What follows belongs to an exercise in optimizing a design on an open flow for small area and a short achievable clock period; a production flow would make more cautious choices.
RTL that was checked went through simulation tests only; none was proved equivalent to the original.

oak:
## fma
module fma #(
                parameter int FW = 23,
                parameter int EW = 8
            )(
                input logic clk,
                input logic [2 : 0] rm,
                input logic [3:0] op,
                input logic [EW + FW : 0]  opA,
                input logic [EW + FW : 0]  opB,
                input logic [EW + FW : 0]  opC,
                output logic [EW + FW : 0]  result
            );
For scale: roughly 5000 cells after synthesis, roughly 140 I/O pins, ~34000 µm² of cells after synthesis.
export LEC_CHECK = 0
export ABC_AREA = 1
export CAP_MARGIN = 20
export CORE_MARGIN = 2
export CORE_UTILIZATION = 55
export CTS_CLUSTER_DIAMETER = 120
export CTS_CLUSTER_SIZE = 28
export SLEW_MARGIN = 20
export SYNTH_HIERARCHICAL = 1
export SYNTH_MINIMUM_KEEP_SIZE = 0
create_clock -name core_clock -period 55.0 [get_ports {clk}]
standard.sh (not shown) runs the stock make flow with config.mk's settings and CLKGATE_MAP_FILE= SYNTH_SCRIPT=/design/flow/synth_recipe.tcl, a recipe that flattens the netlist after the stock synthesis.
==> flow/flow/run.sh <==
#!/bin/bash
# The standard layout (bash standard.sh), with plain buffers on the ports
# instead of the delay buffers buffer_ports picks by default.
set -euo pipefail
export BUFFER_PORTS_ARGS="-buffer_cell sky130_fd_sc_hd__buf_1"
bash standard.sh > standard.log 2>&1
For pine, these inputs were changed with respect to oak:
Settings: a change of CORE_UTILIZATION from 55 to 40.
### Flow results
- For clock network latency to the later pin of the worst-skew pair, pine and oak come out practically identical.
- Compared oak against pine; post-route fraction of the period consumed by the critical path within noise.
- Area of all placed cells without fillers sits higher in pine than in oak.
- Looking at via count, pine sits 908 below oak.
- The worst setup slack on pine is in line with that on oak.
- Comparing oak and pine, the higher total of plain and repair buffers excluding clock buffers was measured on oak.
- Sort oak and pine by reg2reg setup slack asc -> top: oak
- Effective utilization at floorplan: pine lower than oak
- Of oak and pine, the run reporting the higher wire length of the first global-routing pass was pine.
- pine ended up with a higher floorplan die height than oak did.

---

Another version of the RTL of fma (not shown whole).
Size: roughly 5000 cells after synthesis, about 230 flip-flops, about 140 I/O pins, about 34000 um^2 of cells after synthesis.
Design fma, start of the top module:
module fma #(
                parameter int FW = 23,
                parameter int EW = 8
            )(
                input logic clk,
                input logic [2 : 0] rm,
                input logic [3:0] op,
                input logic [EW + FW : 0]  opA,
                input logic [EW + FW : 0]  opB,
                input logic [EW + FW : 0]  opC,
                output logic [EW + FW : 0]  result
            );
==> flow/config.mk <==
export PLATFORM = sky130hd
export DESIGN_NAME = fma
export DESIGN_NICKNAME = fma
export VERILOG_FILES = /design/flow/design.v
export SDC_FILE = /design/flow/constraint.sdc
export NUM_CORES = 4
export LEC_CHECK = 0
export ABC_AREA = 1
export CAP_MARGIN = 20
export CORE_MARGIN = 2
export CORE_UTILIZATION = 60
export CTS_CLUSTER_DIAMETER = 120
export CTS_CLUSTER_SIZE = 20
export SLEW_MARGIN = 20
export SYNTH_HIERARCHICAL = 1
export SYNTH_MINIMUM_KEEP_SIZE = 0
==> flow/constraint.sdc <==
create_clock -name core_clock -period 55.0 [get_ports {clk}]
set_input_delay 11.0000 -clock core_clock [delete_from_list [all_inputs] [get_ports {clk}]]
set_output_delay 11.0000 -clock core_clock [all_outputs]
set_load 0.01 [all_outputs]
Scripts as last shown in full above: flow/flow/run.sh
Edit:
CTS_CLUSTER_SIZE = 28   (was 20)
After rerunning: Sequential cell count does not change; core utilization barely changes; synthesized cell count is unchanged; global-route usage is about the same; die area stays the same; area after synthesis stays the same; via count drops by 0.39%; non-clock buffer count stays the same.
Edit:
CORE_UTILIZATION = 40   (was 60)
CTS_CLUSTER_DIAMETER = not set   (was 120)
CTS_CLUSTER_SIZE = not set   (was 28)
The changed run ran to the end with no violations.
Hold slack improves by 0.034 ns.
Worst setup slack degrades by 0.024 ns.
Die area rose by well over a third.
Wire length rose by a few percent.
Utilization fell by 20 points.

---

02-11:
Another version of the RTL of fma (not shown whole).
Size: ~230 flip-flops, ~140 I/O pins, ~0.035 mm² of cells after synthesis.
Settings: LEC_CHECK=0, ABC_AREA=1, CAP_MARGIN=20, CORE_MARGIN=2, CORE_UTILIZATION=40, CTS_BUF_LIST=sky130_fd_sc_hd__clkbuf_8, SLEW_MARGIN=20, SYNTH_HIERARCHICAL=1, SYNTH_MINIMUM_KEEP_SIZE=0; clock period 55.0 ns.
Scripts as last shown in full above: flow/flow/run.sh
02-11 completed; timing, DRC and antenna clean
Setup changes, 02-11 to 06-27
- a deleted CTS_BUF_LIST that had been sky130_fd_sc_hd__clkbuf_8
Findings:
Hold slack: 06-27 higher than 02-11
06-27 vs 02-11: global-route wire length before repair down in 06-27

---

RTL: one of the versions met above, not the one the previous note started from.
Size: about 5,000 cells after synthesis, roughly 140 I/O pins.
// fma
module fma #(
                parameter int FW = 23,
                parameter int EW = 8
            )(
                input logic clk,
                input logic [2 : 0] rm,
                input logic [3:0] op,
                input logic [EW + FW : 0]  opA,
                input logic [EW + FW : 0]  opB,
                input logic [EW + FW : 0]  opC,
                output logic [EW + FW : 0]  result
            );
clock: 55.0 ns
lec_check: 0
abc_area: 1
cap_margin: 20
core_margin: 2
core_utilization: 40
cts_cluster_diameter: 120
cts_cluster_size: 20
slew_margin: 20
synth_hierarchical: 1
synth_minimum_keep_size: 0
Scripts as last shown in full above: flow/flow/run.sh
==> next run, changes <==
- CTS_CLUSTER_SIZE: 20 -> 28
=> Worst setup slack improves by 0.026 ns. Utilization came out lower by 0.12 points. Via count is about the same. Global-route usage barely changes. Final area is about the same. Critical path depth is unchanged. Wire length is about the same. Count of clock-buffer cells in the layout shrinks by 2.

---

Setup of cedar:
fma, a different RTL version from the one above (not shown whole).
Size in the first run: ~230 flip-flops, roughly 140 I/O pins, ~35000 um2 of cells after synthesis.
clock: 55.0 ns
lec_check: 0
abc_area: 1
cap_margin: 20
core_margin: 2
core_utilization: 70
place_density: 0.8
slew_margin: 20
synth_hierarchical: 1
synth_minimum_keep_size: 0
Scripts as last shown in full above: flow/flow/run.sh
cedar: done, clean on timing, DRC and antenna
### cedar -> maple
--- a/flow/config.mk
+++ b/flow/config.mk
@@ -11,2 +11 @@
-export CORE_UTILIZATION = 70
-export PLACE_DENSITY = 0.8
+export CORE_UTILIZATION = 40
[summary]
In summary, maple completed successfully, with a layout that passed the timing, design-rule and antenna checks.
NOTE: global-route usage in maple falls short of that of cedar
Compared to cedar, the router laid down more metal wire for maple.
Number of filler cells placed in the layout (lower): cedar
On maple: setup slack after layout is 0.18 ns lower than what cedar gave.
When the final numbers for maple and cedar were put side by side, the number of diodes added for antenna fixing turned out to be smaller in maple.
maple: via count of the first global-routing pass 0.88% above cedar
Between maple and cedar, cell count is lower for cedar, maple comes in above that.
cedar has a higher number of logic stages on the critical path including buffering than maple.
No functional check of the RTL was part of any run of this note.

static timing again, ports no longer ideal:
The results above use ideal ports. As a check the final layouts listed here were re-extracted and re-timed, cells and wires unchanged. Step 1 sets driving cells, clkbuf_16 on the clock port and buf_2 on the other inputs (assumed; they add their load-dependent delay and slew). Step 2 adds t to the input delays and takes it off the output delays; t is the mean of the earliest and latest rising clock arrival at the registers after step 1. Input paths then give back, and output paths get back, about the clock's delay inside the block. Slacks: ideal / step 1 / step 2; pairs: ideal / step 1.
| run | shift t [ns] | setup WS [ns] | worst hold slack (ns) | worst setup path at the end |
|---|---|---|---|---|
| oak | 0.610 | 42.959 / 42.895 / 43.293 | 0.336 / 0.336 / 0.336 | input to register |
| pine | 0.617 | 42.957 / 42.889 / 43.282 | 0.344 / 0.344 / 0.344 | input to register |
| the first run of note 2 | 0.589 | 42.994 / 42.928 / 43.518 | 0.345 / 0.345 / 0.345 | register to output |
| the second run of note 2 | 0.579 | 42.968 / 42.911 / 43.489 | 0.350 / 0.350 / 0.350 | register to output |
| the third run of note 2 | 0.643 | 42.944 / 42.878 / 43.521 | 0.384 / 0.384 / 0.384 | register to output |
| 02-11 | 0.665 | 42.926 / 42.865 / 43.530 | 0.326 / 0.326 / 0.326 | register to output |
| 06-27 | 0.605 | 42.980 / 42.920 / 43.526 | 0.336 / 0.336 / 0.336 | register to output |
| the first run of note 4 | 0.609 | 42.949 / 42.880 / 43.489 | 0.396 / 0.396 / 0.396 | register to output |
| the second run of note 4 | 0.587 | 42.975 / 42.915 / 43.502 | 0.409 / 0.409 / 0.409 | register to output |
| cedar | 0.597 | 42.844 / 42.872 / 42.276 | 0.331 / 0.331 / 0.331 | input to register |
| maple | 0.613 | 42.660 / 42.702 / 42.089 | 0.327 / 0.327 / 0.327 | input to register |
After both steps every run listed still meets setup and hold. For maple, which loses most, drivers alone change the setup slack by +0.042 ns; drivers and shift together by -0.571 ns.
